This design comes from an exercise in tuning for small area, a short achievable clock period and few clock cycles per item on the open sky130 flow, not from production work.
At most, simulation tests tie the RTL to the original design; equivalence was not proved.
Power and IR drop assume default switching activity.

==> inputs of wip/amber <==
==> flow/design.v (excerpt) <==
module wallace_multi (
    input clk,
    input rst,
    input [15:0] a,
    input [15:0] b,
    output reg [31:0] p,
    output reg done
);
==> module mbs, before the edit <==
module mbs (input one, input a1, input two, input a0, input neg, output x);
    assign x = ((one & a1) | (two & a0)) ^ neg;
endmodule
Settings: LEC_CHECK=0, CAP_MARGIN=20, CORE_MARGIN=2, CORE_UTILIZATION=40, SETUP_SLACK_MARGIN=1.6, SLEW_MARGIN=20, SYNTH_HIERARCHICAL=1; clock period 4.0 ns.
standard.sh (not shown) runs the stock make flow with config.mk's settings and CLKGATE_MAP_FILE= SYNTH_SCRIPT=/design/flow/synth_recipe.tcl, a recipe that flattens the netlist after the stock synthesis.
==> flow/flow/run.sh <==
#!/bin/bash
set -euo pipefail
export BUFFER_PORTS_ARGS="-buffer_cell sky130_fd_sc_hd__buf_2"
bash standard.sh finish > orfs_make.log 2>&1
==> wip/delta: changes against wip/amber <==
--- a/flow/design.v
+++ b/flow/design.v
@@ -1691,5 +1691,13 @@
     assign co = a & b;
 endmodule
 module mbs (input one, input a1, input two, input a0, input neg, output x);
-    assign x = ((one & a1) | (two & a0)) ^ neg;
+    wire m;
+    ma22o u0 (.a(one), .b(a1), .c(two), .d(a0), .y(m));
+    mxor u1 (.a(m), .b(neg), .y(x));
+endmodule
+module ma22o (input a, input b, input c, input d, output y);
+    assign y = (a & b) | (c & d);
+endmodule
+module mxor (input a, input b, output y);
+    assign y = a ^ b;
 endmodule
==> qor summary <==
quantity	wip/delta	wip/amber
Outcome	timing/DRC/antenna clean	timing/DRC/antenna clean
Die outline width	169.8 um	173.2 um
Core region area	0.02695 mm2	0.02801 mm2
Worst Setup Slack post-DPL	1.420 ns	1.278 ns
DRC violation total after the first TritonRoute iteration	374	255
Clock Power Share	0.221	0.231
Part of the Yosys area used for sequential elements	0.4294	0.4125
Power dissipated in the clock network	2400 uW	2590 uW
Delay contributed by the slowest stage of the critical path	0.46 ns	0.45 ns
Number of tapcells	341	378
Power Dens Cells	844.3 mW/mm2	830.7 mW/mm2
Critical-path maximum fanout	2	3
DP Cell Count	1253	1297
Fraction of the mapped netlist area in adder cells	0.2609	0.2506
Rel. slew slack	0.5270	0.5986
Ratio of cells with drive above 1 in the final layout	0.1807	0.3155
Cell area after synthesis	0.01100 mm2	0.01145 mm2
Proportion of total power due to net switching	0.3379	0.3379
Share of total power in combinational logic	0.421	0.419
Arrival time worst endpoint	2.82 ns	2.87 ns
Launching instance or port of the critical path	r490$_DFF_P_	r491$_DFF_P_
Global routing usage on met1	0.2322	0.2376
Compound-gate portion of the synthesized area	0.1304	0.1646
Syn_area_per_cell	13.05 um2	13.59 um2
Testbench counts of wip/delta, summed over its fixed seeds: cycles 16,024, items 16,000.
For wip/amber, only the layout was checked, not whether the RTL still works.

* * *

==> inputs of job 2123 <==
wallace_multi with an RTL version that a note above also has.
Settings: LEC_CHECK=0, CAP_MARGIN=20, CORE_MARGIN=2, CORE_UTILIZATION=60, SETUP_SLACK_MARGIN=1.6, SLEW_MARGIN=20, SYNTH_HIERARCHICAL=1; clock period 4.0 ns.
Scripts as last shown in full above: flow/flow/run.sh
==> inputs of job 1036, as changes to job 2123 <==
Settings changed: CORE_UTILIZATION 60 to 40, CTS_BUF_LIST set to sky130_fd_sc_hd__clkbuf_4, CTS_CLUSTER_DIAMETER set to 60, CTS_CLUSTER_SIZE set to 10.
==> comparison table <==
quantity                                                               job 2123                 job 1036
Post-route clock period utilization                                      0.6189                   0.6069
Setup Slack @ Placement                                                1.432 ns                 1.420 ns
Run status                                              complete, no violations  complete, no violations
First-pass GRT wire length                                             37080 um                 38000 um
Proportion of total power due to net switching                           0.3424                   0.3585
Instance count after placement with tap cells included                     1141                     1253
Required time worst endpoint                                            4.41 ns                  4.60 ns
Data buffer area share                                                  0.03547                  0.03816
Switching power total                                                  3.681 mW                 3.516 mW
Final GP Congestion                                                      0.9015                   0.8465
Overall die area                                                     19440 um^2               28850 um^2
Vias in the first global route                                             7169                     7080
Die height                                                             139.4 um                 169.8 um
Routed via count                                                           6717                     6640
Global-route track usage on met1                                         0.3316                   0.2316
Sequential share of power                                                 0.360                    0.396
WL met2                                                                10510 um                 10380 um
Sequential fraction of total cell area                                   0.3784                   0.3863
Internal                                                               7.071 mW                 6.293 mW
Buffer count from post-CTS setup fixing                                       4                        2
Arr. time, crit path                                                    2.89 ns                  3.02 ns
Testbench counts of job 2123, summed over its fixed seeds: cycles 16,024, items 16,000.
Testbench counts of job 1036, summed over its fixed seeds: cycles 16,024, items 16,000.

static timing again, ports no longer ideal:
No port has a modelled driver above. Below, the same layouts with a new extraction and two added sets of constraints.
Step 1 assumes that a clkbuf_16 drives the clock port and a buf_2 every other input.
Step 2 moves the port delays by t, midway between the first and last clock arrival at a register: inputs arrive t later, outputs are due t later. That takes back most of the time a late clock gives input paths.
Slacks: no drivers / after step 1 / after step 2; pairs: no drivers / after step 1.
| run | t, ns | slack for setup (ns) | worst register clock-pin slew, ns | worst slew at a driven data input, ns | cell pins on the clock port's net |
|---|---|---|---|---|---|
| wip/amber | 0.564 | 1.545 / 1.545 / 1.545 | 0.06 / 0.06 | 0.04 | 1 |
| wip/delta | 0.563 | 1.595 / 1.595 / 1.595 | 0.07 / 0.07 | 0.04 | 1 |
| job 2123 | 0.558 | 1.525 / 1.525 / 1.525 | 0.06 / 0.06 | 0.04 | 1 |
| job 1036 | 0.728 | 1.573 / 1.573 / 1.573 | 0.11 / 0.11 | 0.04 | 1 |
After both steps setup and hold are still met in every run listed.
